Context: an optimization exercise on an open-source flow, tuned for a short achievable clock period. The choices shown serve that exercise and are no tape-out recipe.
Function was checked by simulation only, so behaviour that the tests miss may differ from the original.
In every run shown here, the design's own scripts or RTL, not TritonCTS, make the clock network.
The clock port is modelled as an ideal driver, which makes a skipped or thinned clock tree look cheaper than it is; a real chip needs a root buffer or a tree.
Power figures rest on the tool's default switching activity, not on a simulated workload.

`design/flow/flow/run.sh`:
```
#!/bin/bash
# Standard ORFS flow (the standard.sh) with:
#  - the standard flow's synthesis script wrapped so that ABC uses flow/abc_speed.script, and no
#    full-adder cell extraction;
#  - input port buffers resized and a hand-built two-level clock tree
#    (flow/pre_cts.tcl, flow/manual_cts.tcl) in place of TritonCTS;
#  - repair_timing aiming well below the 8 ns constraint.
W=$(pwd)
export MY_FLOW_DIR=$W/flow
export MY_ABC_SCRIPT=$W/flow/abc_speed.script
export FLOW_SYNTH_TCL=$W/synth_recipe.tcl
export MCTS_NROOT=4
export MCTS_NLEAF=2
bash standard.sh SYNTH_SCRIPT=$W/flow/my_synth.tcl ADDER_MAP_FILE= ABC_CLOCK_PERIOD_IN_PS=1000 \
  PRE_CTS_TCL=$W/flow/pre_cts.tcl SETUP_SLACK_MARGIN=5.7 CORE_UTILIZATION=50 finish > flow_make.log 2>&1
```
`design/flow/flow/abc_speed.script`:
```
strash
&get -n
&st
&if -g -K 6
&syn2
&if -g -K 6
&put
dch -f
map {D}
buffer
upsize {D}
dnsize {D}
stime -p
```
`design/flow/flow/manual_cts.tcl`:
```
proc mcts_split {items key} {
  set s [lsort -real -index $key $items]
  set h [expr {[llength $s] / 2}]
  return [list [lrange $s 0 [expr {$h - 1}]] [lrange $s $h end]]
}
proc mcts_groups {items n} {
  set groups [list $items]
  set key 1
  while {[llength $groups] < $n} {
    set ng {}
    foreach g $groups { lappend ng {*}[mcts_split $g $key] }
    set groups $ng
    set key [expr {$key == 1 ? 2 : 1}]
  }
  return $groups
}
proc mcts_center {g} {
  set sx 0; set sy 0
  foreach e $g { set sx [expr {$sx + [lindex $e 1]}]; set sy [expr {$sy + [lindex $e 2]}] }
  return [list [expr {int($sx / [llength $g])}] [expr {int($sy / [llength $g])}]]
}
proc mcts_buffer {block master name innet g} {
  lassign [mcts_center $g] cx cy
  set inst [odb::dbInst_create $block $master $name]
  set net [odb::dbNet_create $block "${name}_net"]
  $net setSigType CLOCK
  [$inst findITerm A] connect $innet
  [$inst findITerm X] connect $net
  foreach e $g { set it [lindex $e 0]; $it disconnect; $it connect $net }
  $inst setLocation $cx $cy
  $inst setPlacementStatus PLACED
  return [list [$inst findITerm A] $cx $cy]
}
proc manual_cts {args} {
  set nroot [expr {[info exists ::env(MCTS_NROOT)] ? $::env(MCTS_NROOT) : 4}]
  set nleaf [expr {[info exists ::env(MCTS_NLEAF)] ? $::env(MCTS_NLEAF) : 1}]
  set block [ord::get_db_block]
  set master [[ord::get_db] findMaster sky130_fd_sc_hd__clkbuf_16]
  set clknet [[$block findBTerm CLK] getNet]
  set items {}
  foreach it [$clknet getITerms] {
    set b [[$it getInst] getBBox]
    lappend items [list $it [expr {([$b xMin] + [$b xMax]) / 2}] [expr {([$b yMin] + [$b yMax]) / 2}]]
  }
  puts "manual_cts: [llength $items] sinks, $nroot root buffers, $nleaf leaf buffers each"
  set r 0
  foreach g [mcts_groups $items $nroot] {
    if {$nleaf > 1} {
      # leaf buffers first, on the clock port's net; then the root buffer takes them over
      set leaves {}
      set l 0
      foreach lg [mcts_groups $g $nleaf] {
        lappend leaves [mcts_buffer $block $master "clkbuf_m_${r}_$l" $clknet $lg]
        puts "manual_cts: leaf $r.$l drives [llength $lg] sinks"
        incr l
      }
      mcts_buffer $block $master "clkbuf_m_$r" $clknet $leaves
    } else {
      mcts_buffer $block $master "clkbuf_m_$r" $clknet $g
      puts "manual_cts: root $r drives [llength $g] sinks"
    }
    incr r
  }
}
```
`design/flow/flow/my_synth.tcl`:
```
# The standard flow's synthesis script (synth_recipe.tcl), with Yosys's abc pass given our own ABC
# script: SOP balancing before a delay-driven standard-cell map.
proc abc {args} {
  set i [lsearch -exact $args -script]
  if {$i >= 0} { lset args [expr {$i + 1}] $::env(MY_ABC_SCRIPT) }
  yosys abc {*}$args
}
source $::env(FLOW_SYNTH_TCL)
```
`design/flow/flow/pre_cts.tcl`:
```
# Start of ORFS's CTS step.
# 1. Input port buffers: a buf_8 on every input port (the standard flow's rule: every port keeps a
#    buffer); the ports fan out widely and the placement-time buffers are small.
foreach inst [get_cells input*] {
  set m [get_property $inst ref_name]
  if {[string match "sky130_fd_sc_hd__*buf*" $m]} {
    replace_cell $inst sky130_fd_sc_hd__buf_8
  }
}
# 2. Replace TritonCTS by the clock tree of manual_cts.tcl; the rest of the step
#    (legalization, timing repair) runs unchanged.
source $::env(MY_FLOW_DIR)/manual_cts.tcl
rename clock_tree_synthesis tritoncts_clock_tree_synthesis
proc clock_tree_synthesis {args} { manual_cts }
```
`design/flow/standard.sh`:
```
#!/bin/bash
# synth_recipe.tcl (not shown) runs the flow's synth.tcl, then flattens the netlist and writes it again
# the make line also repeats each setting of config.mk as NAME=value (left out here)
make -C /OpenROAD-flow-scripts/flow DESIGN_CONFIG=/design/flow/config.mk WORK_HOME=/design/flow/orfs CLKGATE_MAP_FILE= SYNTH_SCRIPT=/design/flow/synth_recipe.tcl "${@:-finish}"
```
`design/flow/config.mk`:
```
export PLATFORM = sky130hd
export DESIGN_NAME = alu
export DESIGN_NICKNAME = alu
export VERILOG_FILES = /design/flow/design.v
export SDC_FILE = /design/flow/constraint.sdc
export NUM_CORES = 4
export LEC_CHECK = 0
export CAP_MARGIN = 20
export CORE_MARGIN = 2
export CORE_UTILIZATION = 40
export SLEW_MARGIN = 20
```
`design/flow/constraint.sdc`:
```
create_clock -name core_clock -period 8.0 [get_ports {CLK}]
set_input_delay 1.6000 -clock core_clock [delete_from_list [all_inputs] [get_ports {CLK}]]
set_output_delay 1.6000 -clock core_clock [all_outputs]
set_load 0.01 [all_outputs]
```
`design/flow/design.v`:
```
module alu(OPA, OPB, CIN, INP_VALID, CLK, RST, CMD, CE, MODE, COUT, OFLOW, RES, G, E, L, ERR);
    input [7:0] OPA, OPB;
    input CLK, RST, CE, MODE, CIN;
    input [1:0] INP_VALID;
    input [3:0] CMD;
    output reg [15:0] RES;
    output reg COUT, OFLOW, G, E, L, ERR;
    wire vab = INP_VALID[0] & INP_VALID[1];
    wire va = INP_VALID[0];
    wire vb = INP_VALID[1];
    wire am = CE & MODE;
    wire lm = CE & ~MODE;
    wire d_add = am & vab & (CMD == 4'd0);
    wire d_sub = am & vab & (CMD == 4'd1);
    wire d_addc = am & vab & (CMD == 4'd2);
    wire d_subc = am & vab & (CMD == 4'd3);
    wire d_inca = am & va & (CMD == 4'd4);
    wire d_deca = am & va & (CMD == 4'd5);
    wire d_incb = am & vb & (CMD == 4'd6);
    wire d_decb = am & vb & (CMD == 4'd7);
    wire d_cmp = am & vab & (CMD == 4'd8);
    wire d_sadd = am & vab & (CMD == 4'd11);
    wire d_ssub = am & vab & (CMD == 4'd12);
    wire d_and = lm & vab & (CMD == 4'd0);
    wire d_nand = lm & vab & (CMD == 4'd1);
    wire d_or = lm & vab & (CMD == 4'd2);
    wire d_nor = lm & vab & (CMD == 4'd3);
    wire d_xor = lm & vab & (CMD == 4'd4);
    wire d_xnor = lm & vab & (CMD == 4'd5);
    wire d_nota = lm & va & (CMD == 4'd6);
    wire d_notb = lm & vb & (CMD == 4'd7);
    wire d_shra = lm & va & (CMD == 4'd8);
    wire d_shla = lm & va & (CMD == 4'd9);
    wire d_shrb = lm & vb & (CMD == 4'd10);
    wire d_shlb = lm & vb & (CMD == 4'd11);
    wire d_rol = lm & vab & (CMD == 4'd12);
    wire d_ror = lm & vab & (CMD == 4'd13);
    wire mul_en = am & vab & (CMD[3:2] == 2'b10) & (CMD[1] ^ CMD[0]);
    wire [9:0] y = {2'b00, OPB};
    wire [9:0] xa = {2'b00, OPA};
    wire b0i_y0 = 1'b1, b0i_y1 = y[0], b0i_y2 = y[1];
    wire one0i = b0i_y1 ^ b0i_y0;
    wire e0i = b0i_y2 ^ b0i_y1;
    wire [8:0] row0i_d = {9{b0i_y2}} ^ (one0i ? xa[8:0] : ({9{e0i}} & {xa[7:0], 1'b1}));
    wire b0s_y0 = 1'b0, b0s_y1 = y[0], b0s_y2 = y[1];
    wire one0s = b0s_y1 ^ b0s_y0;
    wire e0s = b0s_y2 ^ b0s_y1;
    wire [8:0] row0s_d = {9{b0s_y2}} ^ (one0s ? xa[8:0] : ({9{e0s}} & {xa[7:0], 1'b0}));
    wire cor0i_d = ~y[1] | y[0];
    wire cor0s_d = y[1];
    wire b1_y0 = y[1], b1_y1 = y[2], b1_y2 = y[3];
    wire one1 = b1_y1 ^ b1_y0;               
    wire e1 = b1_y2 ^ b1_y1;                 
    wire [8:1] row1_d = {8{b1_y2}} ^ (one1 ? xa[8:1] : ({8{e1}} & xa[7:0]));
    wire row1i0_d = b1_y2 ^ (one1 ? xa[0] : e1);
    wire row1s0_d = b1_y2 ^ (one1 & xa[0]);
    wire cor1i_d = (~b1_y2 & (b1_y1 | b1_y0)) | (b1_y2 & b1_y1 & b1_y0);
    wire cor1s_d = b1_y2;
    wire b2_y0 = y[3], b2_y1 = y[4], b2_y2 = y[5];
    wire one2 = b2_y1 ^ b2_y0;               
    wire e2 = b2_y2 ^ b2_y1;                 
    wire [8:1] row2_d = {8{b2_y2}} ^ (one2 ? xa[8:1] : ({8{e2}} & xa[7:0]));
    wire row2i0_d = b2_y2 ^ (one2 ? xa[0] : e2);
    wire row2s0_d = b2_y2 ^ (one2 & xa[0]);
    wire cor2i_d = (~b2_y2 & (b2_y1 | b2_y0)) | (b2_y2 & b2_y1 & b2_y0);
    wire cor2s_d = b2_y2;
    wire b3_y0 = y[5], b3_y1 = y[6], b3_y2 = y[7];
    wire one3 = b3_y1 ^ b3_y0;               
    wire e3 = b3_y2 ^ b3_y1;                 
    wire [8:1] row3_d = {8{b3_y2}} ^ (one3 ? xa[8:1] : ({8{e3}} & xa[7:0]));
    wire row3i0_d = b3_y2 ^ (one3 ? xa[0] : e3);
    wire row3s0_d = b3_y2 ^ (one3 & xa[0]);
    wire cor3i_d = (~b3_y2 & (b3_y1 | b3_y0)) | (b3_y2 & b3_y1 & b3_y0);
    wire cor3s_d = b3_y2;
    wire b4_y0 = y[7], b4_y1 = y[8], b4_y2 = y[9];
    wire one4 = b4_y1 ^ b4_y0;               
    wire e4 = b4_y2 ^ b4_y1;                 
    wire [7:1] row4_d = {7{b4_y2}} ^ (one4 ? xa[7:1] : ({7{e4}} & xa[6:0]));
    wire row4i0_d = b4_y2 ^ (one4 ? xa[0] : e4);
    wire row4s0_d = b4_y2 ^ (one4 & xa[0]);
    wire cor4i_d = (~b4_y2 & (b4_y1 | b4_y0)) | (b4_y2 & b4_y1 & b4_y0);
    wire cor4s_d = b4_y2;
    wire [15:0] rol_d = {OPA, OPA} << OPB[2:0];
    wire [15:0] ror_d = {OPA, OPA} >> OPB[2:0];
    wire cu_d = CIN & ~CMD[3] & CMD[1] & ~CMD[0];       
    wire cv_d = ~(CIN & ~CMD[3] & CMD[1] & CMD[0]);    
    reg [8:0] row0i_q, row0s_q;
    reg cor0i_q, cor0s_q;
    reg [8:1] row1_q;
    reg row1i0_q, row1s0_q, cor1i_q, cor1s_q;
    reg [8:1] row2_q;
    reg row2i0_q, row2s0_q, cor2i_q, cor2s_q;
    reg [8:1] row3_q;
    reg row3i0_q, row3s0_q, cor3i_q, cor3s_q;
    reg [7:1] row4_q;
    reg row4i0_q, row4s0_q, cor4i_q, cor4s_q;
    reg [3:0] sgn_q;         
    reg m_inc_q, m_sft_q;
    reg [7:0] a_q, b_q;
    reg [7:0] rol_q, ror_q;    
    reg err1_q;                
    reg [7:0] ug_q, up_q, vg_q, vp_q;
    reg ug0c_q, vg0c_q;
    reg cu_q, cv_q, bmax_cin_q;
    reg q_add;
    reg q_sub;
    reg q_addc;
    reg q_subc;
    reg q_inca;
    reg q_deca;
    reg q_incb;
    reg q_decb;
    reg q_cmp;
    reg q_sadd;
    reg q_ssub;
    reg q_and;
    reg q_nand;
    reg q_or;
    reg q_nor;
    reg q_xor;
    reg q_xnor;
    reg q_nota;
    reg q_notb;
    reg q_shra;
    reg q_shla;
    reg q_shrb;
    reg q_shlb;
    reg q_rol;
    reg q_ror;
    always @(posedge CLK) begin
        row0i_q <= row0i_d; row0s_q <= row0s_d;
        cor0i_q <= cor0i_d; cor0s_q <= cor0s_d;
        row1_q <= row1_d;
        row1i0_q <= row1i0_d; row1s0_q <= row1s0_d;
        cor1i_q <= cor1i_d; cor1s_q <= cor1s_d;
        row2_q <= row2_d;
        row2i0_q <= row2i0_d; row2s0_q <= row2s0_d;
        cor2i_q <= cor2i_d; cor2s_q <= cor2s_d;
        row3_q <= row3_d;
        row3i0_q <= row3i0_d; row3s0_q <= row3s0_d;
        cor3i_q <= cor3i_d; cor3s_q <= cor3s_d;
        row4_q <= row4_d;
        row4i0_q <= row4i0_d; row4s0_q <= row4s0_d;
        cor4i_q <= cor4i_d; cor4s_q <= cor4s_d;
        sgn_q <= {OPB[7], OPB[5], OPB[3], OPB[1]};
        m_inc_q <= mul_en & CMD[0];
        m_sft_q <= mul_en & ~CMD[0];
        a_q <= OPA;
        rol_q <= rol_d[15:8];
        ror_q <= ror_d[7:0];
        err1_q <= (d_rol | d_ror) & (|OPB[7:3]);
        ug_q <= OPA & OPB;
        up_q <= OPA ^ OPB;
        vg_q <= OPA & ~OPB;
        vp_q <= ~(OPA ^ OPB);
        ug0c_q <= (OPA[0] & OPB[0]) | ((OPA[0] ^ OPB[0]) & cu_d);
        vg0c_q <= (OPA[0] & ~OPB[0]) | (~(OPA[0] ^ OPB[0]) & cv_d);
        b_q <= OPB;
        cu_q <= cu_d;
        cv_q <= cv_d;
        bmax_cin_q <= CIN & (&OPB);
        q_add <= d_add;
        q_sub <= d_sub;
        q_addc <= d_addc;
        q_subc <= d_subc;
        q_inca <= d_inca;
        q_deca <= d_deca;
        q_incb <= d_incb;
        q_decb <= d_decb;
        q_cmp <= d_cmp;
        q_sadd <= d_sadd;
        q_ssub <= d_ssub;
        q_and <= d_and;
        q_nand <= d_nand;
        q_or <= d_or;
        q_nor <= d_nor;
        q_xor <= d_xor;
        q_xnor <= d_xnor;
        q_nota <= d_nota;
        q_notb <= d_notb;
        q_shra <= d_shra;
        q_shla <= d_shla;
        q_shrb <= d_shrb;
        q_shlb <= d_shlb;
        q_rol <= d_rol;
        q_ror <= d_ror;
    end
    wire u_G0_1 = ug_q[1] | (up_q[1] & ug0c_q);
    wire u_G0_2 = ug_q[2] | (up_q[2] & ug_q[1]);
    wire u_P0_2 = up_q[2] & up_q[1];
    wire u_G0_3 = ug_q[3] | (up_q[3] & ug_q[2]);
    wire u_P0_3 = up_q[3] & up_q[2];
    wire u_G0_4 = ug_q[4] | (up_q[4] & ug_q[3]);
    wire u_P0_4 = up_q[4] & up_q[3];
    wire u_G0_5 = ug_q[5] | (up_q[5] & ug_q[4]);
    wire u_P0_5 = up_q[5] & up_q[4];
    wire u_G0_6 = ug_q[6] | (up_q[6] & ug_q[5]);
    wire u_P0_6 = up_q[6] & up_q[5];
    wire u_G0_7 = ug_q[7] | (up_q[7] & ug_q[6]);
    wire u_P0_7 = up_q[7] & up_q[6];
    wire u_G1_2 = u_G0_2 | (u_P0_2 & ug0c_q);
    wire u_G1_3 = u_G0_3 | (u_P0_3 & u_G0_1);
    wire u_G1_4 = u_G0_4 | (u_P0_4 & u_G0_2);
    wire u_P1_4 = u_P0_4 & u_P0_2;
    wire u_G1_5 = u_G0_5 | (u_P0_5 & u_G0_3);
    wire u_P1_5 = u_P0_5 & u_P0_3;
    wire u_G1_6 = u_G0_6 | (u_P0_6 & u_G0_4);
    wire u_P1_6 = u_P0_6 & u_P0_4;
    wire u_G1_7 = u_G0_7 | (u_P0_7 & u_G0_5);
    wire u_P1_7 = u_P0_7 & u_P0_5;
    wire u_G2_4 = u_G1_4 | (u_P1_4 & ug0c_q);
    wire u_G2_5 = u_G1_5 | (u_P1_5 & u_G0_1);
    wire u_G2_6 = u_G1_6 | (u_P1_6 & u_G1_2);
    wire u_G2_7 = u_G1_7 | (u_P1_7 & u_G1_3);
    wire v_G0_1 = vg_q[1] | (vp_q[1] & vg0c_q);
    wire v_G0_2 = vg_q[2] | (vp_q[2] & vg_q[1]);
    wire v_P0_2 = vp_q[2] & vp_q[1];
    wire v_G0_3 = vg_q[3] | (vp_q[3] & vg_q[2]);
    wire v_P0_3 = vp_q[3] & vp_q[2];
    wire v_G0_4 = vg_q[4] | (vp_q[4] & vg_q[3]);
    wire v_P0_4 = vp_q[4] & vp_q[3];
    wire v_G0_5 = vg_q[5] | (vp_q[5] & vg_q[4]);
    wire v_P0_5 = vp_q[5] & vp_q[4];
    wire v_G0_6 = vg_q[6] | (vp_q[6] & vg_q[5]);
    wire v_P0_6 = vp_q[6] & vp_q[5];
    wire v_G0_7 = vg_q[7] | (vp_q[7] & vg_q[6]);
    wire v_P0_7 = vp_q[7] & vp_q[6];
    wire v_G1_2 = v_G0_2 | (v_P0_2 & vg0c_q);
    wire v_G1_3 = v_G0_3 | (v_P0_3 & v_G0_1);
    wire v_G1_4 = v_G0_4 | (v_P0_4 & v_G0_2);
    wire v_P1_4 = v_P0_4 & v_P0_2;
    wire v_G1_5 = v_G0_5 | (v_P0_5 & v_G0_3);
    wire v_P1_5 = v_P0_5 & v_P0_3;
    wire v_G1_6 = v_G0_6 | (v_P0_6 & v_G0_4);
    wire v_P1_6 = v_P0_6 & v_P0_4;
    wire v_G1_7 = v_G0_7 | (v_P0_7 & v_G0_5);
    wire v_P1_7 = v_P0_7 & v_P0_5;
    wire v_G2_4 = v_G1_4 | (v_P1_4 & vg0c_q);
    wire v_G2_5 = v_G1_5 | (v_P1_5 & v_G0_1);
    wire v_G2_6 = v_G1_6 | (v_P1_6 & v_G1_2);
    wire v_G2_7 = v_G1_7 | (v_P1_7 & v_G1_3);
    wire [7:0] su = {(up_q[7] ^ u_G2_6), (up_q[6] ^ u_G2_5), (up_q[5] ^ u_G2_4), (up_q[4] ^ u_G1_3), (up_q[3] ^ u_G1_2), (up_q[2] ^ u_G0_1), (up_q[1] ^ ug0c_q), (up_q[0] ^ cu_q)};
    wire cu8 = u_G2_7;
    wire [7:0] sv = {(vp_q[7] ^ v_G2_6), (vp_q[6] ^ v_G2_5), (vp_q[5] ^ v_G2_4), (vp_q[4] ^ v_G1_3), (vp_q[3] ^ v_G1_2), (vp_q[2] ^ v_G0_1), (vp_q[1] ^ vg0c_q), (vp_q[0] ^ cv_q)};
    wire cv8 = v_G2_7;
    wire [7:0] ia = a_q + 8'd1;
    wire [7:0] da = a_q - 8'd1;
    wire [7:0] ib = b_q + 8'd1;
    wire [7:0] db = b_q - 8'd1;
    wire s8a = a_q[7] ^ b_q[7] ^ cu8;      
    wire s8s = a_q[7] ^ ~b_q[7] ^ cv8;     
    wire eq = &vp_q;
    wire zsa = ~(|su) & ~s8a;
    wire zss = ~(|sv) & ~s8s;
    wire berr = |b_q[7:3];
    wire [7:0] lo8 =
          ({8{q_add | q_addc | q_sadd}} & su)
        | ({8{q_sub | q_subc | q_ssub}} & sv)
        | ({8{q_inca}} & ia) | ({8{q_deca}} & da) | ({8{q_incb}} & ib) | ({8{q_decb}} & db)
        | ({8{q_and}} & (a_q & b_q)) | ({8{q_nand}} & ~(a_q & b_q))
        | ({8{q_or}} & (a_q | b_q)) | ({8{q_nor}} & ~(a_q | b_q))
        | ({8{q_xor}} & (a_q ^ b_q)) | ({8{q_xnor}} & ~(a_q ^ b_q))
        | ({8{q_nota}} & ~a_q) | ({8{q_notb}} & ~b_q)
        | ({8{q_shra}} & {1'b0, a_q[7:1]}) | ({8{q_shla}} & {a_q[6:0], 1'b0})
        | ({8{q_shrb}} & {1'b0, b_q[7:1]}) | ({8{q_shlb}} & {b_q[6:0], 1'b0})
        | ({8{q_rol & ~berr}} & rol_q) | ({8{q_ror & ~berr}} & ror_q);
    wire hi = (q_sadd & s8a) | (q_ssub & s8s);
    wire [15:0] other = {{8{hi}}, lo8};
    wire cout_d = ((q_add | q_addc) & cu8) | (q_sadd & s8a) | (q_ssub & s8s);
    wire oflow_d = (q_sub & ~cv8) | (q_subc & ~cv8 & ~bmax_cin_q)
        | (q_deca & (a_q == 8'd0)) | (q_decb & (b_q == 8'd0))
        | (q_sadd & (a_q[7] == b_q[7]) & (su[7] != a_q[7]))
        | (q_ssub & (a_q[7] != b_q[7]) & (sv[7] != a_q[7]));
    wire g_d = (q_cmp & cv8 & ~eq) | (q_sadd & ~s8a & ~zsa) | (q_ssub & ~s8s & ~zss);
    wire e_d = (q_cmp & eq) | (q_sadd & zsa) | (q_ssub & zss);
    wire l_d = (q_cmp & ~cv8) | (q_sadd & s8a) | (q_ssub & s8s);
    wire err_d = err1_q;
    wire t0s = row0i_q[6] ^ row1_q[4];
    wire t0c = row0i_q[6] & row1_q[4];
    wire t1s = row0i_q[7] ^ row1_q[5];
    wire t1c = row0i_q[7] & row1_q[5];
    wire t2s = row0i_q[8] ^ row1_q[6] ^ row2_q[4];
    wire t2c = (row0i_q[8] & row1_q[6]) | (row0i_q[8] & row2_q[4]) | (row1_q[6] & row2_q[4]);
    wire t3s = row3_q[2] ^ row4i0_q;
    wire t3c = row3_q[2] & row4i0_q;
    wire t4s = row1_q[7] ^ row2_q[5] ^ row3_q[3];
    wire t4c = (row1_q[7] & row2_q[5]) | (row1_q[7] & row3_q[3]) | (row2_q[5] & row3_q[3]);
    wire t5s = row4_q[1] ^ sgn_q[0];
    wire t5c = row4_q[1] & sgn_q[0];
    wire t6s = row1_q[8] ^ row2_q[6] ^ row3_q[4];
    wire t6c = (row1_q[8] & row2_q[6]) | (row1_q[8] & row3_q[4]) | (row2_q[6] & row3_q[4]);
    wire t7s = row4_q[2] ^ sgn_q[0];
    wire t7c = row4_q[2] & sgn_q[0];
    wire t8s = row2_q[7] ^ row3_q[5] ^ row4_q[3];
    wire t8c = (row2_q[7] & row3_q[5]) | (row2_q[7] & row4_q[3]) | (row3_q[5] & row4_q[3]);
    wire t9s = ~sgn_q[1] ^ ~sgn_q[0];
    wire t9c = ~sgn_q[1] & ~sgn_q[0];
    wire t10s = row2_q[8] ^ row3_q[6] ^ row4_q[4];
    wire t10c = (row2_q[8] & row3_q[6]) | (row2_q[8] & row4_q[4]) | (row3_q[6] & row4_q[4]);
    wire t11s = row0i_q[4] ^ row1_q[2];
    wire t11c = row0i_q[4] & row1_q[2];
    wire t12s = row0i_q[5] ^ row1_q[3];
    wire t12c = row0i_q[5] & row1_q[3];
    wire t13s = t0s ^ row2_q[2] ^ row3i0_q;
    wire t13c = (t0s & row2_q[2]) | (t0s & row3i0_q) | (row2_q[2] & row3i0_q);
    wire t14s = t0c ^ t1s ^ row2_q[3];
    wire t14c = (t0c & t1s) | (t0c & row2_q[3]) | (t1s & row2_q[3]);
    wire t15s = t1c ^ t2s ^ t3s;
    wire t15c = (t1c & t2s) | (t1c & t3s) | (t2s & t3s);
    wire t16s = t2c ^ t3c ^ t4s;
    wire t16c = (t2c & t3c) | (t2c & t4s) | (t3c & t4s);
    wire t17s = t4c ^ t5c ^ t6s;
    wire t17c = (t4c & t5c) | (t4c & t6s) | (t5c & t6s);
    wire t18s = t6c ^ t7c ^ t8s;
    wire t18c = (t6c & t7c) | (t6c & t8s) | (t7c & t8s);
    wire t19s = t8c ^ t9c ^ t10s;
    wire t19c = (t8c & t9c) | (t8c & t10s) | (t9c & t10s);
    wire t20s = t10c ^ row3_q[7] ^ row4_q[5];
    wire t20c = (t10c & row3_q[7]) | (t10c & row4_q[5]) | (row3_q[7] & row4_q[5]);
    wire t21s = row3_q[8] ^ row4_q[6];
    wire t21c = row3_q[8] & row4_q[6];
    wire t22s = row0i_q[2] ^ row1i0_q;
    wire t22c = row0i_q[2] & row1i0_q;
    wire t23s = row0i_q[3] ^ row1_q[1];
    wire t23c = row0i_q[3] & row1_q[1];
    wire t24s = t11s ^ row2i0_q ^ cor2i_q;
    wire t24c = (t11s & row2i0_q) | (t11s & cor2i_q) | (row2i0_q & cor2i_q);
    wire t25s = t11c ^ t12s ^ row2_q[1];
    wire t25c = (t11c & t12s) | (t11c & row2_q[1]) | (t12s & row2_q[1]);
    wire t26s = t12c ^ t13s ^ cor3i_q;
    wire t26c = (t12c & t13s) | (t12c & cor3i_q) | (t13s & cor3i_q);
    wire t27s = t13c ^ t14s ^ row3_q[1];
    wire t27c = (t13c & t14s) | (t13c & row3_q[1]) | (t14s & row3_q[1]);
    wire t28s = t14c ^ t15s ^ cor4i_q;
    wire t28c = (t14c & t15s) | (t14c & cor4i_q) | (t15s & cor4i_q);
    wire t29s = t15c ^ t16s ^ t5s;
    wire t29c = (t15c & t16s) | (t15c & t5s) | (t16s & t5s);
    wire t30s = t16c ^ t17s ^ t7s;
    wire t30c = (t16c & t17s) | (t16c & t7s) | (t17s & t7s);
    wire t31s = t17c ^ t18s ^ t9s;
    wire t31c = (t17c & t18s) | (t17c & t9s) | (t18s & t9s);
    wire t32s = t18c ^ t19s ^ 1'b1;
    wire t32c = (t18c & t19s) | (t18c & 1'b1) | (t19s & 1'b1);
    wire t33s = t19c ^ t20s ^ ~sgn_q[2];
    wire t33c = (t19c & t20s) | (t19c & ~sgn_q[2]) | (t20s & ~sgn_q[2]);
    wire t34s = t20c ^ t21s ^ 1'b1;
    wire t34c = (t20c & t21s) | (t20c & 1'b1) | (t21s & 1'b1);
    wire t35s = t21c ^ row4_q[7] ^ ~sgn_q[3];
    wire t35c = (t21c & row4_q[7]) | (t21c & ~sgn_q[3]) | (row4_q[7] & ~sgn_q[3]);
    wire fi_g0 = row0i_q[0] & cor0i_q & m_inc_q;
    wire fi_p0 = (row0i_q[0] ^ cor0i_q) & m_inc_q;
    wire fi_g1 = row0i_q[1] & 1'b0 & m_inc_q;
    wire fi_p1 = (row0i_q[1] ^ 1'b0) & m_inc_q;
    wire fi_g2 = t22s & cor1i_q & m_inc_q;
    wire fi_p2 = (t22s ^ cor1i_q) & m_inc_q;
    wire fi_g3 = t22c & t23s & m_inc_q;
    wire fi_p3 = (t22c ^ t23s) & m_inc_q;
    wire fi_g4 = t23c & t24s & m_inc_q;
    wire fi_p4 = (t23c ^ t24s) & m_inc_q;
    wire fi_g5 = t24c & t25s & m_inc_q;
    wire fi_p5 = (t24c ^ t25s) & m_inc_q;
    wire fi_g6 = t25c & t26s & m_inc_q;
    wire fi_p6 = (t25c ^ t26s) & m_inc_q;
    wire fi_g7 = t26c & t27s & m_inc_q;
    wire fi_p7 = (t26c ^ t27s) & m_inc_q;
    wire fi_g8 = t27c & t28s & m_inc_q;
    wire fi_p8 = (t27c ^ t28s) & m_inc_q;
    wire fi_g9 = t28c & t29s & m_inc_q;
    wire fi_p9 = (t28c ^ t29s) & m_inc_q;
    wire fi_g10 = t29c & t30s & m_inc_q;
    wire fi_p10 = (t29c ^ t30s) & m_inc_q;
    wire fi_g11 = t30c & t31s & m_inc_q;
    wire fi_p11 = (t30c ^ t31s) & m_inc_q;
    wire fi_g12 = t31c & t32s & m_inc_q;
    wire fi_p12 = (t31c ^ t32s) & m_inc_q;
    wire fi_g13 = t32c & t33s & m_inc_q;
    wire fi_p13 = (t32c ^ t33s) & m_inc_q;
    wire fi_g14 = t33c & t34s & m_inc_q;
    wire fi_p14 = (t33c ^ t34s) & m_inc_q;
    wire fi_g15 = t34c & t35s & m_inc_q;
    wire fi_p15 = (t34c ^ t35s) & m_inc_q;
    wire fi_G0_1 = fi_g1 | (fi_p1 & fi_g0);
    wire fi_G0_2 = fi_g2 | (fi_p2 & fi_g1);
    wire fi_P0_2 = fi_p2 & fi_p1;
    wire fi_G0_3 = fi_g3 | (fi_p3 & fi_g2);
    wire fi_P0_3 = fi_p3 & fi_p2;
    wire fi_G0_4 = fi_g4 | (fi_p4 & fi_g3);
    wire fi_P0_4 = fi_p4 & fi_p3;
    wire fi_G0_5 = fi_g5 | (fi_p5 & fi_g4);
    wire fi_P0_5 = fi_p5 & fi_p4;
    wire fi_G0_6 = fi_g6 | (fi_p6 & fi_g5);
    wire fi_P0_6 = fi_p6 & fi_p5;
    wire fi_G0_7 = fi_g7 | (fi_p7 & fi_g6);
    wire fi_P0_7 = fi_p7 & fi_p6;
    wire fi_G0_8 = fi_g8 | (fi_p8 & fi_g7);
    wire fi_P0_8 = fi_p8 & fi_p7;
    wire fi_G0_9 = fi_g9 | (fi_p9 & fi_g8);
    wire fi_P0_9 = fi_p9 & fi_p8;
    wire fi_G0_10 = fi_g10 | (fi_p10 & fi_g9);
    wire fi_P0_10 = fi_p10 & fi_p9;
    wire fi_G0_11 = fi_g11 | (fi_p11 & fi_g10);
    wire fi_P0_11 = fi_p11 & fi_p10;
    wire fi_G0_12 = fi_g12 | (fi_p12 & fi_g11);
    wire fi_P0_12 = fi_p12 & fi_p11;
    wire fi_G0_13 = fi_g13 | (fi_p13 & fi_g12);
    wire fi_P0_13 = fi_p13 & fi_p12;
    wire fi_G0_14 = fi_g14 | (fi_p14 & fi_g13);
    wire fi_P0_14 = fi_p14 & fi_p13;
    wire fi_G0_15 = fi_g15 | (fi_p15 & fi_g14);
    wire fi_P0_15 = fi_p15 & fi_p14;
    wire fi_G1_2 = fi_G0_2 | (fi_P0_2 & fi_g0);
    wire fi_G1_3 = fi_G0_3 | (fi_P0_3 & fi_G0_1);
    wire fi_G1_4 = fi_G0_4 | (fi_P0_4 & fi_G0_2);
    wire fi_P1_4 = fi_P0_4 & fi_P0_2;
    wire fi_G1_5 = fi_G0_5 | (fi_P0_5 & fi_G0_3);
    wire fi_P1_5 = fi_P0_5 & fi_P0_3;
    wire fi_G1_6 = fi_G0_6 | (fi_P0_6 & fi_G0_4);
    wire fi_P1_6 = fi_P0_6 & fi_P0_4;
    wire fi_G1_7 = fi_G0_7 | (fi_P0_7 & fi_G0_5);
    wire fi_P1_7 = fi_P0_7 & fi_P0_5;
    wire fi_G1_8 = fi_G0_8 | (fi_P0_8 & fi_G0_6);
    wire fi_P1_8 = fi_P0_8 & fi_P0_6;
    wire fi_G1_9 = fi_G0_9 | (fi_P0_9 & fi_G0_7);
    wire fi_P1_9 = fi_P0_9 & fi_P0_7;
    wire fi_G1_10 = fi_G0_10 | (fi_P0_10 & fi_G0_8);
    wire fi_P1_10 = fi_P0_10 & fi_P0_8;
    wire fi_G1_11 = fi_G0_11 | (fi_P0_11 & fi_G0_9);
    wire fi_P1_11 = fi_P0_11 & fi_P0_9;
    wire fi_G1_12 = fi_G0_12 | (fi_P0_12 & fi_G0_10);
    wire fi_P1_12 = fi_P0_12 & fi_P0_10;
    wire fi_G1_13 = fi_G0_13 | (fi_P0_13 & fi_G0_11);
    wire fi_P1_13 = fi_P0_13 & fi_P0_11;
    wire fi_G1_14 = fi_G0_14 | (fi_P0_14 & fi_G0_12);
    wire fi_P1_14 = fi_P0_14 & fi_P0_12;
    wire fi_G1_15 = fi_G0_15 | (fi_P0_15 & fi_G0_13);
    wire fi_P1_15 = fi_P0_15 & fi_P0_13;
    wire fi_G2_4 = fi_G1_4 | (fi_P1_4 & fi_g0);
    wire fi_G2_5 = fi_G1_5 | (fi_P1_5 & fi_G0_1);
    wire fi_G2_6 = fi_G1_6 | (fi_P1_6 & fi_G1_2);
    wire fi_G2_7 = fi_G1_7 | (fi_P1_7 & fi_G1_3);
    wire fi_G2_8 = fi_G1_8 | (fi_P1_8 & fi_G1_4);
    wire fi_P2_8 = fi_P1_8 & fi_P1_4;
    wire fi_G2_9 = fi_G1_9 | (fi_P1_9 & fi_G1_5);
    wire fi_P2_9 = fi_P1_9 & fi_P1_5;
    wire fi_G2_10 = fi_G1_10 | (fi_P1_10 & fi_G1_6);
    wire fi_P2_10 = fi_P1_10 & fi_P1_6;
    wire fi_G2_11 = fi_G1_11 | (fi_P1_11 & fi_G1_7);
    wire fi_P2_11 = fi_P1_11 & fi_P1_7;
    wire fi_G2_12 = fi_G1_12 | (fi_P1_12 & fi_G1_8);
    wire fi_P2_12 = fi_P1_12 & fi_P1_8;
    wire fi_G2_13 = fi_G1_13 | (fi_P1_13 & fi_G1_9);
    wire fi_P2_13 = fi_P1_13 & fi_P1_9;
    wire fi_G2_14 = fi_G1_14 | (fi_P1_14 & fi_G1_10);
    wire fi_P2_14 = fi_P1_14 & fi_P1_10;
    wire fi_G2_15 = fi_G1_15 | (fi_P1_15 & fi_G1_11);
    wire fi_P2_15 = fi_P1_15 & fi_P1_11;
    wire fi_G3_8 = fi_G2_8 | (fi_P2_8 & fi_g0);
    wire fi_G3_9 = fi_G2_9 | (fi_P2_9 & fi_G0_1);
    wire fi_G3_10 = fi_G2_10 | (fi_P2_10 & fi_G1_2);
    wire fi_G3_11 = fi_G2_11 | (fi_P2_11 & fi_G1_3);
    wire fi_G3_12 = fi_G2_12 | (fi_P2_12 & fi_G2_4);
    wire fi_G3_13 = fi_G2_13 | (fi_P2_13 & fi_G2_5);
    wire fi_G3_14 = fi_G2_14 | (fi_P2_14 & fi_G2_6);
    wire fi_G3_15 = fi_G2_15 | (fi_P2_15 & fi_G2_7);
    wire t36s = row0s_q[6] ^ row1_q[4];
    wire t36c = row0s_q[6] & row1_q[4];
    wire t37s = row0s_q[7] ^ row1_q[5];
    wire t37c = row0s_q[7] & row1_q[5];
    wire t38s = row0s_q[8] ^ row1_q[6] ^ row2_q[4];
    wire t38c = (row0s_q[8] & row1_q[6]) | (row0s_q[8] & row2_q[4]) | (row1_q[6] & row2_q[4]);
    wire t39s = row3_q[2] ^ row4s0_q;
    wire t39c = row3_q[2] & row4s0_q;
    wire t40s = row1_q[7] ^ row2_q[5] ^ row3_q[3];
    wire t40c = (row1_q[7] & row2_q[5]) | (row1_q[7] & row3_q[3]) | (row2_q[5] & row3_q[3]);
    wire t41s = row4_q[1] ^ sgn_q[0];
    wire t41c = row4_q[1] & sgn_q[0];
    wire t42s = row1_q[8] ^ row2_q[6] ^ row3_q[4];
    wire t42c = (row1_q[8] & row2_q[6]) | (row1_q[8] & row3_q[4]) | (row2_q[6] & row3_q[4]);
    wire t43s = row4_q[2] ^ sgn_q[0];
    wire t43c = row4_q[2] & sgn_q[0];
    wire t44s = row2_q[7] ^ row3_q[5] ^ row4_q[3];
    wire t44c = (row2_q[7] & row3_q[5]) | (row2_q[7] & row4_q[3]) | (row3_q[5] & row4_q[3]);
    wire t45s = ~sgn_q[1] ^ ~sgn_q[0];
    wire t45c = ~sgn_q[1] & ~sgn_q[0];
    wire t46s = row2_q[8] ^ row3_q[6] ^ row4_q[4];
    wire t46c = (row2_q[8] & row3_q[6]) | (row2_q[8] & row4_q[4]) | (row3_q[6] & row4_q[4]);
    wire t47s = row0s_q[4] ^ row1_q[2];
    wire t47c = row0s_q[4] & row1_q[2];
    wire t48s = row0s_q[5] ^ row1_q[3];
    wire t48c = row0s_q[5] & row1_q[3];
    wire t49s = t36s ^ row2_q[2] ^ row3s0_q;
    wire t49c = (t36s & row2_q[2]) | (t36s & row3s0_q) | (row2_q[2] & row3s0_q);
    wire t50s = t36c ^ t37s ^ row2_q[3];
    wire t50c = (t36c & t37s) | (t36c & row2_q[3]) | (t37s & row2_q[3]);
    wire t51s = t37c ^ t38s ^ t39s;
    wire t51c = (t37c & t38s) | (t37c & t39s) | (t38s & t39s);
    wire t52s = t38c ^ t39c ^ t40s;
    wire t52c = (t38c & t39c) | (t38c & t40s) | (t39c & t40s);
    wire t53s = t40c ^ t41c ^ t42s;
    wire t53c = (t40c & t41c) | (t40c & t42s) | (t41c & t42s);
    wire t54s = t42c ^ t43c ^ t44s;
    wire t54c = (t42c & t43c) | (t42c & t44s) | (t43c & t44s);
    wire t55s = t44c ^ t45c ^ t46s;
    wire t55c = (t44c & t45c) | (t44c & t46s) | (t45c & t46s);
    wire t56s = t46c ^ row3_q[7] ^ row4_q[5];
    wire t56c = (t46c & row3_q[7]) | (t46c & row4_q[5]) | (row3_q[7] & row4_q[5]);
    wire t57s = row3_q[8] ^ row4_q[6];
    wire t57c = row3_q[8] & row4_q[6];
    wire t58s = row0s_q[2] ^ row1s0_q;
    wire t58c = row0s_q[2] & row1s0_q;
    wire t59s = row0s_q[3] ^ row1_q[1];
    wire t59c = row0s_q[3] & row1_q[1];
    wire t60s = t47s ^ row2s0_q ^ cor2s_q;
    wire t60c = (t47s & row2s0_q) | (t47s & cor2s_q) | (row2s0_q & cor2s_q);
    wire t61s = t47c ^ t48s ^ row2_q[1];
    wire t61c = (t47c & t48s) | (t47c & row2_q[1]) | (t48s & row2_q[1]);
    wire t62s = t48c ^ t49s ^ cor3s_q;
    wire t62c = (t48c & t49s) | (t48c & cor3s_q) | (t49s & cor3s_q);
    wire t63s = t49c ^ t50s ^ row3_q[1];
    wire t63c = (t49c & t50s) | (t49c & row3_q[1]) | (t50s & row3_q[1]);
    wire t64s = t50c ^ t51s ^ cor4s_q;
    wire t64c = (t50c & t51s) | (t50c & cor4s_q) | (t51s & cor4s_q);
    wire t65s = t51c ^ t52s ^ t41s;
    wire t65c = (t51c & t52s) | (t51c & t41s) | (t52s & t41s);
    wire t66s = t52c ^ t53s ^ t43s;
    wire t66c = (t52c & t53s) | (t52c & t43s) | (t53s & t43s);
    wire t67s = t53c ^ t54s ^ t45s;
    wire t67c = (t53c & t54s) | (t53c & t45s) | (t54s & t45s);
    wire t68s = t54c ^ t55s ^ 1'b1;
    wire t68c = (t54c & t55s) | (t54c & 1'b1) | (t55s & 1'b1);
    wire t69s = t55c ^ t56s ^ ~sgn_q[2];
    wire t69c = (t55c & t56s) | (t55c & ~sgn_q[2]) | (t56s & ~sgn_q[2]);
    wire t70s = t56c ^ t57s ^ 1'b1;
    wire t70c = (t56c & t57s) | (t56c & 1'b1) | (t57s & 1'b1);
    wire fs_g0 = 1'b0 & 1'b0 & m_sft_q;
    wire fs_p0 = (1'b0 ^ 1'b0) & m_sft_q;
    wire fs_g1 = row0s_q[0] & cor0s_q & m_sft_q;
    wire fs_p1 = (row0s_q[0] ^ cor0s_q) & m_sft_q;
    wire fs_g2 = row0s_q[1] & 1'b0 & m_sft_q;
    wire fs_p2 = (row0s_q[1] ^ 1'b0) & m_sft_q;
    wire fs_g3 = t58s & cor1s_q & m_sft_q;
    wire fs_p3 = (t58s ^ cor1s_q) & m_sft_q;
    wire fs_g4 = t58c & t59s & m_sft_q;
    wire fs_p4 = (t58c ^ t59s) & m_sft_q;
    wire fs_g5 = t59c & t60s & m_sft_q;
    wire fs_p5 = (t59c ^ t60s) & m_sft_q;
    wire fs_g6 = t60c & t61s & m_sft_q;
    wire fs_p6 = (t60c ^ t61s) & m_sft_q;
    wire fs_g7 = t61c & t62s & m_sft_q;
    wire fs_p7 = (t61c ^ t62s) & m_sft_q;
    wire fs_g8 = t62c & t63s & m_sft_q;
    wire fs_p8 = (t62c ^ t63s) & m_sft_q;
    wire fs_g9 = t63c & t64s & m_sft_q;
    wire fs_p9 = (t63c ^ t64s) & m_sft_q;
    wire fs_g10 = t64c & t65s & m_sft_q;
    wire fs_p10 = (t64c ^ t65s) & m_sft_q;
    wire fs_g11 = t65c & t66s & m_sft_q;
    wire fs_p11 = (t65c ^ t66s) & m_sft_q;
    wire fs_g12 = t66c & t67s & m_sft_q;
    wire fs_p12 = (t66c ^ t67s) & m_sft_q;
    wire fs_g13 = t67c & t68s & m_sft_q;
    wire fs_p13 = (t67c ^ t68s) & m_sft_q;
    wire fs_g14 = t68c & t69s & m_sft_q;
    wire fs_p14 = (t68c ^ t69s) & m_sft_q;
    wire fs_g15 = t69c & t70s & m_sft_q;
    wire fs_p15 = (t69c ^ t70s) & m_sft_q;
    wire fs_G0_1 = fs_g1 | (fs_p1 & fs_g0);
    wire fs_G0_2 = fs_g2 | (fs_p2 & fs_g1);
    wire fs_P0_2 = fs_p2 & fs_p1;
    wire fs_G0_3 = fs_g3 | (fs_p3 & fs_g2);
    wire fs_P0_3 = fs_p3 & fs_p2;
    wire fs_G0_4 = fs_g4 | (fs_p4 & fs_g3);
    wire fs_P0_4 = fs_p4 & fs_p3;
    wire fs_G0_5 = fs_g5 | (fs_p5 & fs_g4);
    wire fs_P0_5 = fs_p5 & fs_p4;
    wire fs_G0_6 = fs_g6 | (fs_p6 & fs_g5);
    wire fs_P0_6 = fs_p6 & fs_p5;
    wire fs_G0_7 = fs_g7 | (fs_p7 & fs_g6);
    wire fs_P0_7 = fs_p7 & fs_p6;
    wire fs_G0_8 = fs_g8 | (fs_p8 & fs_g7);
    wire fs_P0_8 = fs_p8 & fs_p7;
    wire fs_G0_9 = fs_g9 | (fs_p9 & fs_g8);
    wire fs_P0_9 = fs_p9 & fs_p8;
    wire fs_G0_10 = fs_g10 | (fs_p10 & fs_g9);
    wire fs_P0_10 = fs_p10 & fs_p9;
    wire fs_G0_11 = fs_g11 | (fs_p11 & fs_g10);
    wire fs_P0_11 = fs_p11 & fs_p10;
    wire fs_G0_12 = fs_g12 | (fs_p12 & fs_g11);
    wire fs_P0_12 = fs_p12 & fs_p11;
    wire fs_G0_13 = fs_g13 | (fs_p13 & fs_g12);
    wire fs_P0_13 = fs_p13 & fs_p12;
    wire fs_G0_14 = fs_g14 | (fs_p14 & fs_g13);
    wire fs_P0_14 = fs_p14 & fs_p13;
    wire fs_G0_15 = fs_g15 | (fs_p15 & fs_g14);
    wire fs_P0_15 = fs_p15 & fs_p14;
    wire fs_G1_2 = fs_G0_2 | (fs_P0_2 & fs_g0);
    wire fs_G1_3 = fs_G0_3 | (fs_P0_3 & fs_G0_1);
    wire fs_G1_4 = fs_G0_4 | (fs_P0_4 & fs_G0_2);
    wire fs_P1_4 = fs_P0_4 & fs_P0_2;
    wire fs_G1_5 = fs_G0_5 | (fs_P0_5 & fs_G0_3);
    wire fs_P1_5 = fs_P0_5 & fs_P0_3;
    wire fs_G1_6 = fs_G0_6 | (fs_P0_6 & fs_G0_4);
    wire fs_P1_6 = fs_P0_6 & fs_P0_4;
    wire fs_G1_7 = fs_G0_7 | (fs_P0_7 & fs_G0_5);
    wire fs_P1_7 = fs_P0_7 & fs_P0_5;
    wire fs_G1_8 = fs_G0_8 | (fs_P0_8 & fs_G0_6);
    wire fs_P1_8 = fs_P0_8 & fs_P0_6;
    wire fs_G1_9 = fs_G0_9 | (fs_P0_9 & fs_G0_7);
    wire fs_P1_9 = fs_P0_9 & fs_P0_7;
    wire fs_G1_10 = fs_G0_10 | (fs_P0_10 & fs_G0_8);
    wire fs_P1_10 = fs_P0_10 & fs_P0_8;
    wire fs_G1_11 = fs_G0_11 | (fs_P0_11 & fs_G0_9);
    wire fs_P1_11 = fs_P0_11 & fs_P0_9;
    wire fs_G1_12 = fs_G0_12 | (fs_P0_12 & fs_G0_10);
    wire fs_P1_12 = fs_P0_12 & fs_P0_10;
    wire fs_G1_13 = fs_G0_13 | (fs_P0_13 & fs_G0_11);
    wire fs_P1_13 = fs_P0_13 & fs_P0_11;
    wire fs_G1_14 = fs_G0_14 | (fs_P0_14 & fs_G0_12);
    wire fs_P1_14 = fs_P0_14 & fs_P0_12;
    wire fs_G1_15 = fs_G0_15 | (fs_P0_15 & fs_G0_13);
    wire fs_P1_15 = fs_P0_15 & fs_P0_13;
    wire fs_G2_4 = fs_G1_4 | (fs_P1_4 & fs_g0);
    wire fs_G2_5 = fs_G1_5 | (fs_P1_5 & fs_G0_1);
    wire fs_G2_6 = fs_G1_6 | (fs_P1_6 & fs_G1_2);
    wire fs_G2_7 = fs_G1_7 | (fs_P1_7 & fs_G1_3);
    wire fs_G2_8 = fs_G1_8 | (fs_P1_8 & fs_G1_4);
    wire fs_P2_8 = fs_P1_8 & fs_P1_4;
    wire fs_G2_9 = fs_G1_9 | (fs_P1_9 & fs_G1_5);
    wire fs_P2_9 = fs_P1_9 & fs_P1_5;
    wire fs_G2_10 = fs_G1_10 | (fs_P1_10 & fs_G1_6);
    wire fs_P2_10 = fs_P1_10 & fs_P1_6;
    wire fs_G2_11 = fs_G1_11 | (fs_P1_11 & fs_G1_7);
    wire fs_P2_11 = fs_P1_11 & fs_P1_7;
    wire fs_G2_12 = fs_G1_12 | (fs_P1_12 & fs_G1_8);
    wire fs_P2_12 = fs_P1_12 & fs_P1_8;
    wire fs_G2_13 = fs_G1_13 | (fs_P1_13 & fs_G1_9);
    wire fs_P2_13 = fs_P1_13 & fs_P1_9;
    wire fs_G2_14 = fs_G1_14 | (fs_P1_14 & fs_G1_10);
    wire fs_P2_14 = fs_P1_14 & fs_P1_10;
    wire fs_G2_15 = fs_G1_15 | (fs_P1_15 & fs_G1_11);
    wire fs_P2_15 = fs_P1_15 & fs_P1_11;
    wire fs_G3_8 = fs_G2_8 | (fs_P2_8 & fs_g0);
    wire fs_G3_9 = fs_G2_9 | (fs_P2_9 & fs_G0_1);
    wire fs_G3_10 = fs_G2_10 | (fs_P2_10 & fs_G1_2);
    wire fs_G3_11 = fs_G2_11 | (fs_P2_11 & fs_G1_3);
    wire fs_G3_12 = fs_G2_12 | (fs_P2_12 & fs_G2_4);
    wire fs_G3_13 = fs_G2_13 | (fs_P2_13 & fs_G2_5);
    wire fs_G3_14 = fs_G2_14 | (fs_P2_14 & fs_G2_6);
    wire fs_G3_15 = fs_G2_15 | (fs_P2_15 & fs_G2_7);
    wire [15:0] res_d = {((fi_p15 | fs_p15 | other[15]) ^ (fi_G3_14 | fs_G3_14)), ((fi_p14 | fs_p14 | other[14]) ^ (fi_G3_13 | fs_G3_13)), ((fi_p13 | fs_p13 | other[13]) ^ (fi_G3_12 | fs_G3_12)), ((fi_p12 | fs_p12 | other[12]) ^ (fi_G3_11 | fs_G3_11)), ((fi_p11 | fs_p11 | other[11]) ^ (fi_G3_10 | fs_G3_10)), ((fi_p10 | fs_p10 | other[10]) ^ (fi_G3_9 | fs_G3_9)), ((fi_p9 | fs_p9 | other[9]) ^ (fi_G3_8 | fs_G3_8)), ((fi_p8 | fs_p8 | other[8]) ^ (fi_G2_7 | fs_G2_7)), ((fi_p7 | fs_p7 | other[7]) ^ (fi_G2_6 | fs_G2_6)), ((fi_p6 | fs_p6 | other[6]) ^ (fi_G2_5 | fs_G2_5)), ((fi_p5 | fs_p5 | other[5]) ^ (fi_G2_4 | fs_G2_4)), ((fi_p4 | fs_p4 | other[4]) ^ (fi_G1_3 | fs_G1_3)), ((fi_p3 | fs_p3 | other[3]) ^ (fi_G1_2 | fs_G1_2)), ((fi_p2 | fs_p2 | other[2]) ^ (fi_G0_1 | fs_G0_1)), ((fi_p1 | fs_p1 | other[1]) ^ (fi_g0 | fs_g0)), ((fi_p0 | fs_p0 | other[0]) ^ (1'b0 | 1'b0))};
    always @(posedge CLK or posedge RST) begin
        if (RST) begin
            RES <= 16'd0;
            COUT <= 1'b0; OFLOW <= 1'b0; G <= 1'b0; E <= 1'b0; L <= 1'b0; ERR <= 1'b0;
        end
        else begin
            RES <= res_d;
            COUT <= cout_d; OFLOW <= oflow_d; G <= g_d; E <= e_d; L <= l_d; ERR <= err_d;
        end
    end
endmodule
```
==> flow_summary.json, run 1 <==
{
  "crit_fanout": 4,
  "fmax_mhz": 368.9,
  "grt_pass1_wl_mm": 86.35,
  "die_w_um": 161.1,
  "grt_pass1_vias": 14759,
  "core_um2": 24250,
  "synth_async_sr_flop_share": 0.1236,
  "outcome": "finished clean",
  "wl_per_cell_um": 28.09,
  "avgSynthCellArea_um2": 6.548,
  "fillerInstances": 1522,
  "cap_violations": 0,
  "required_ps": 8190,
  "port_buffers": 48,
  "antenna_found_initial": 4,
  "netlist_instances": 1885,
  "hp-class": "flop to flop",
  "synth_flop_cell": "dfxtp_1",
  "ctsHoldBuffers": 0,
  "yosysUniqueCellTypes": 77,
  "reg.largest.list": "RES x16, row0i_q x9, row0s_q x9",
  "tightest_slew_ps": 826.1,
  "relSlewSlack": 0.4463,
  "pwr-share-clk": 0.196,
  "io_pins": 49,
  "comb_power_share": 0.452,
  "cellPowerDensity_nw_per_um2": 158.4,
  "leakage_nw": 7.863,
  "finalWirelength_mm": 69.73,
  "grt_usage": 0.4243,
  "dieArea_um2": 25960,
  "hpwl_mm": 36.44,
  "place_congestion": 1.003,
  "slew_violations": 0,
  "largest_reg_flops": 16,
  "drt_first_pass_iters": 10,
  "drc": 0,
  "syn_to_final_growth_pct": 53.14,
  "irDropWorstVdd_uv": 244.4,
  "synthesis.nets": 1912,
  "pwr-share-seq": 0.352,
  "drive_above_1_share": 0.3965,
  "endpoint_kind": "flop",
  "arrival_ps": 2900,
  "syn_area_um2": 12340,
  "critPathKind": "input port to flop",
  "grt.overflow.total": 0,
  "viasPerCell": 7.187,
  "grt_max_degree": 24,
  "period_needed_ps": 2711,
  "drtIter0Drc": 2904,
  "postRouteAntennaNets": 0,
  "synth_edf_count": 0,
  "fin_skew_ps": 50.03,
  "synth_seq_cells": 178,
  "vias": 17838,
  "finalCritPeriodShare": 0.3389,
  "clock_latency_ps": 340,
  "rsz0062_at_grt": "yes",
  "hold_viol_final": 0,
  "swShare": 0.4260,
  "clk_pin_slew_ps": 100,
  "setup_viol": 0,
  "top_register": "RES",
  "start_kind": "input port",
  "ys_seq_area_frac": 0.2976,
  "yosys_warnings": 1,
  "final.setup.tns_ps": 0,
  "internal_power_w": 0.001719,
  "rows": 57,
  "final_nets": 2183,
  "die_h_um": 161.1,
  "p_switching_w": 0.001275,
  "start_util": 0.5090,
  "utilization": 0.7795
}
[critical path: stages]
cell and delay (ps):
buf_12 90, clkinvlp_4 330, nor2_4 310, a21oi_4 60, o21ai_2 210, nand2_1 110
o21ai_1 190
[cell usage in the layout, fill, tap and decap left out, drive strengths merged, types with 8 or more instances in the layout]
| cell | synthesis | layout |
|---|---|---|
| nand3b | 14 | 14 |
| nor3 | 43 | 43 |
| a21oi | 73 | 73 |
| o211ai | 20 | 20 |
| clkinvlp | 0 | 22 |
| nand2 | 367 | 369 |
| xor2 | 15 | 15 |
| o2111ai | 12 | 12 |
| and3 | 8 | 8 |
| dfrtp | 22 | 22 |
| o21ai | 123 | 123 |
| nand4 | 123 | 123 |
| nor2 | 210 | 210 |
| inv | 167 | 146 |
| a31oi | 22 | 22 |
| o2bb2ai | 11 | 11 |
| dfxtp | 156 | 156 |
| o221ai | 29 | 29 |
| a22oi | 22 | 22 |
| buf | 16 | 278 |
| o21a | 9 | 9 |
| o31ai | 8 | 8 |
| xnor2 | 8 | 8 |
| clkinv | 3 | 8 |
| nand3 | 244 | 244 |
| o22ai | 25 | 25 |
| clkbuf | 42 | 33 |
| or2 | 13 | 13 |
| and2 | 10 | 10 |
[synth_stat cells (5+ instances only)]
library cell  instances  area share
or2_2                11      0.0056
inv_1               166       0.050
o211ai_1             19       0.012
a21oi_1              72       0.029
o221ai_1             29       0.021
o2bb2ai_1             8      0.0057
and3_1                8      0.0041
xor2_1               15       0.011
xnor2_1               8      0.0057
a2111oi_0             6      0.0043
a22oi_1              20       0.012
and2_1               10      0.0051
nand3_1             240       0.097
nand3b_1             13      0.0079
a31oi_1              19      0.0096
buf_2                12      0.0049
o21a_1                9      0.0055
dfxtp_1             156        0.25
nand2_1             365        0.11
o22ai_1              24       0.012
o21ai_1               8      0.0032
nor2_1              208       0.063
nor3_1               43       0.017
nor4_1                6      0.0030
dfrtp_1              22       0.045
a221oi_1              7      0.0050
a211oi_1              5      0.0030
o31ai_1               7      0.0043
clkbuf_1             42       0.013
o2111ai_1            12      0.0085
o21ai_0             112       0.045
nand4_1             120       0.061
[cell families after synthesis]
kind of cell	count (synthesis)	share of synthesized area
compound gates	408	0.2227
xor+xnor	23	0.01632
buf+inv	228	0.07146
flops	178	0.2976
mux	1	0.0008110
simple gates	1047	0.3911
[power by group through the flow]
| stage | Sequential [W] | Clock, W | Combinational, W |
|---|---|---|---|
| final | 0.00105 | 0.000587 | 0.00135 |
| after global routing | 0.00105 | 0.000603 | 0.00141 |
| after CTS | 0.00105 | 0.000426 | 0.000970 |
| after detailed placement | 0.00105 | 0 | 0.000766 |
| after global placement | 0.00105 | 0 | 0.000756 |
| after floorplan | 0.00101 | 0 | 0.000580 |
[what timing repair did]
| action | in CTS | in global routing |
|---|---|---|
| gates cloned | 14 | 5 |
| hold endpoints to repair | 0 | 0 |
| resized for setup | 461 | 374 |
| setup buffers | 147 | 94 |
| endpoints found under the setup margin | 194 | 78 |
| pin swaps | 114 | 161 |
[path summary, 6_finish.rpt]
check / startpoint / endpoint / slack, ps / depth (start not counted)
setup / recovery: OPA[1] / ror_q[0] / 5290 / 7
hold / removal: err1_q / ERR / 340 / 0
setup reg to reg: row2_q[8] / RES[15] / 5400 / 13
hold reg to reg: err1_q / ERR / 340 / 0
max in group asynchronous: RST / OFLOW / 6370 / 2
min in group asynchronous: RST / RES[0] / 1310 / 2
[stage by stage]
step	cell area, µm²	power (W)	setup slack [ps]	hold WS, ps	instances
5_1_grt	18890	0.003063	5293	350.7	2479
3_3_place_gp	13240	0.001803	3963	321.8	2206
6_report	18900	0.002994	5289	335.2	2482
3_5_place_dp	13240	0.001814	3869	321.6	2206
4_1_cts	16740	0.002449	5319	321.6	2379
2_1_floorplan	12680	0.001591	5538	316.3	1885
[cell type report]
cell class,count,area [µm²],area share
tap,324,405.4,0.02145
sequential,178,3785,0.2002
buffer,12,300.3,0.01589
timing repair buffer,305,3080,0.1630
timing repair inverter,6,55.05,0.002913
inverter,170,845.8,0.04475
multi-input combinational,1483,10420,0.5513
antenna,4,10.01,0.0005296
[metal layers]
metal	part of all wire	vias up	global-route usage
met4	0.086	2	0.1676
li1	-	7319	-
met2	0.40	1776	0.6405
met1	0.35	8138	0.5891
met3	0.16	603	0.09553
met5	0.00020	-	0
==> run 2, diff against run 1 <==
--- a/design/flow/flow/run.sh
+++ b/design/flow/flow/run.sh
@@ -13,3 +13,3 @@
 export MCTS_NLEAF=2
 bash standard.sh SYNTH_SCRIPT=$W/flow/my_synth.tcl ADDER_MAP_FILE= ABC_CLOCK_PERIOD_IN_PS=1000 \
-  PRE_CTS_TCL=$W/flow/pre_cts.tcl SETUP_SLACK_MARGIN=5.7 CORE_UTILIZATION=50 finish > flow_make.log 2>&1
+  PRE_CTS_TCL=$W/flow/pre_cts.tcl SETUP_SLACK_MARGIN=5.7 finish > flow_make.log 2>&1
==> run 2 against run 1 <==
- still clean on timing, DRC and antenna
- synthesized area stayed put
- synthesized cell count stayed put
- worst setup slack better by 280 ps
- core utilization is 18 points lower
- cell count is 1.2% higher
- first-iteration DRC count is 39% lower
==> flow_summary.json, run 2 <==
{
  "grt_pass1_wl_mm": 84.04,
  "drive_above_1_share": 0.3708,
  "synth_async_sr_flop_share": 0.1236,
  "clk_pin_slew_ps": 100,
  "die_w_um": 179.7,
  "yosysTopAreaCellShare": 0.2530,
  "ys_seq_area_frac": 0.2976,
  "period_needed_ps": 2427,
  "swShare": 0.3979,
  "outcome": "finished clean",
  "yosysMostFrequentCell": "nand2_1",
  "dieArea_um2": 32280,
  "rows": 64,
  "setup_slack_ps": 5573,
  "avgSynthCellArea_um2": 6.548,
  "ctsHoldBuffers": 0,
  "final_nets": 2146,
  "viasPerCell": 6.351,
  "final.setup.tns_ps": 0,
  "wl_per_cell_um": 22.85,
  "synth_flop_cell": "dfxtp_1",
  "leakage_nw": 7.624,
  "grt_usage": 0.3252,
  "synth_common_cells": "nand2_1, nand3_1, nor2_1",
  "reg2reg_from": "b_q[1]",
  "clock_latency_ps": 300,
  "min_from": "err1_q",
  "postRouteAntennaNets": 0,
  "grt.overflow.total": 0,
  "yosys_warnings": 1,
  "arrival_ps": 830,
  "drc": 0,
  "die_h_um": 179.7,
  "place_ws_ps": 3834,
  "comb_power_share": 0.422,
  "antennaDiodeCount": 0,
  "pwr-share-clk": 0.200,
  "critPathKind": "flop to primary output",
  "grt_max_degree": 24,
  "endpoint_kind": "primary output",
  "irDropWorstVdd_uv": 107.1,
  "netlist_instances": 1885,
  "cpPeakStageDelay_ps": 400,
  "finalCritPeriodShare": 0.3034,
  "pwr-share-seq": 0.378,
  "cellPowerDensity_nw_per_um2": 150.9,
  "required_ps": 6400,
  "layout_common_cells": "nand2_1, nand3_1, buf_4, nor2_1",
  "fin_hold_ws_ps": 340.7,
  "antenna_found_initial": 1,
  "finalWirelength_mm": 57.41,
  "critPathBufInv": 1,
  "syn_area_um2": 12340,
  "synthesis.nets": 1912,
  "crit_fanout": 1,
  "relSlewSlack": 0.6272,
  "reg2reg_slack_ps": 5580,
  "synthTopCellsByArea": "dfxtp_1, nand2_1, nand3_1",
  "core_um2": 30510,
  "min_to": "ERR",
  "setup_viol": 0,
  "slew_violations": 0,
  "vias": 15961,
  "reg.largest.list": "RES x16, row0i_q x9, row0s_q x9",
  "synth_largest_area_cell": "dfxtp_1",
  "start_kind": "flop",
  "crit_family": "flip-flops",
  "fmax_mhz": 412.1,
  "drt_first_pass_iters": 6,
  "yosysUniqueCellTypes": 77,
  "io_pins": 49,
  "r2r-end": "RES[15]",
  "internal_power_w": 0.001669,
  "synth_edf_count": 0,
  "worstPathCellList": "clkbuf_2",
  "place_congestion": 1.004,
  "port_buffers": 48,
  "hold_viol_final": 0,
  "hp-class": "flop to flop",
  "slowest_stage": "dfrtp_1",
  "largest_reg_flops": 16,
  "hpwl_mm": 37.88,
  "tightest_slew_ps": 558.0,
  "p_switching_w": 0.001103,
  "start_util": 0.4046,
  "syn_to_final_growth_pct": 48.83,
  "fin_skew_ps": 27.94,
  "rsz0062_at_grt": "yes",
  "cap_violations": 0,
  "top_register": "RES",
  "grt_pass1_vias": 14358,
  "hold_depth": 0,
  "synth_seq_cells": 178,
  "worstRegToRegCells": 13,
  "final_common_cell": "nand2_1",
  "drtIter0Drc": 1766
}
==> run 2: worst max-delay path by stage <==
stage                    from         end  slack (ps)  depth (start not counted)
finish                 RES[3]      RES[3]        5570                          1
global route        row1_q[4]     RES[12]        5450                         12
CTS                        CE      err1_q        5310                          7
detailed placement     OPB[0]  row0i_q[1]        3830                          4
global placement       OPB[0]  row0i_q[1]        3920                          4
floorplan              OPB[5]   row3_q[6]        5540                          6
==> run 2: cells by family (layout without fill, tap and decap cells) <==
kind of cell | after synthesis | count (layout) | synth area share
and+or+nand+nor | 1047 | 1047 | 0.3911
AOI/OAI and AO/OA | 408 | 408 | 0.2227
buffers and inverters | 228 | 460 | 0.07146
DFF | 178 | 178 | 0.2976
xor gates and xnor gates | 23 | 23 | 0.01632
muxes | 1 | 1 | 0.0008110
==> run 2: layer usage <==
layer | GRT usage | part of all wire | vias up
met2 | 0.4892 | 0.43 | 940
met3 | 0.06159 | 0.11 | 177
li1 | - | - | 7236
met4 | 0.1047 | 0.039 | 2
met1 | 0.4673 | 0.42 | 7606
met5 | 0 | 0.00033 | -
==> run 2: metrics by stage <==
step	util	instance area, µm²	power [W]	instances
floorplan	-	12680	0.001591	1885
global placement	0.4373	13340	0.001813	2280
detailed placement	0.4373	13340	0.001821	2280
CTS	0.5641	17210	0.002497	2462
global route	0.6021	18370	0.002890	2513
finish	0.6021	18370	0.002772	2513
==> run 2: what timing repair did <==
| item | in CTS | in global routing |
|---|---|---|
| pin swaps | 151 | 114 |
| gates cloned | 16 | 0 |
| endpoints found under the setup margin | 194 | 74 |
| setup buffers | 154 | 51 |
| gates resized for setup | 542 | 232 |
==> run 2: area by class of cell <==
class	instances	area, µm²
multi-input cells	1479	10080
well taps	396	495.5
plain buffers	12	300.3
inverters	170	823.3
repair inverters	7	48.80
flip-flops and latches	178	3777
repair buffers	271	2846
fillers	2614	12140
==> run 2: power by group through the flow <==
stage,Combinational [W],Sequential [W],Clock [W]
final,0.00117,0.00105,0.000553
after global routing,0.00125,0.00105,0.000587
after CTS,0.00101,0.00106,0.000426
after detailed placement,0.000767,0.00105,0
after global placement,0.000759,0.00105,0
after floorplan,0.000580,0.00101,0

[what the ideal ports hide]
The results above use ideal ports. As a check the final layouts listed here were re-extracted and re-timed, cells and wires unchanged. Step 1, drivers: a clkbuf_16 drives CLK and a buf_2 each remaining input, both assumed. Step 2 moves the port delays by t, midway between the first and last clock arrival at a register: inputs arrive t later, outputs are due t later. That takes back most of the time a late clock gives input paths. a / b / c = ideal / step 1 / step 2; a / b = the first two.
| run | t (ns) | slack for setup (ns) | clock arrival spread, ns |
|---|---|---|---|
| run 1 | 0.427 | 5.289 / 5.343 / 4.916 | 0.051 / 0.050 |
| run 2 | 0.402 | 5.573 / 5.461 / 5.221 | 0.030 / 0.030 |
After both steps every run listed still meets setup and hold. For run 1, which loses most, drivers alone change the setup slack by +0.054 ns; drivers and shift together by -0.373 ns.
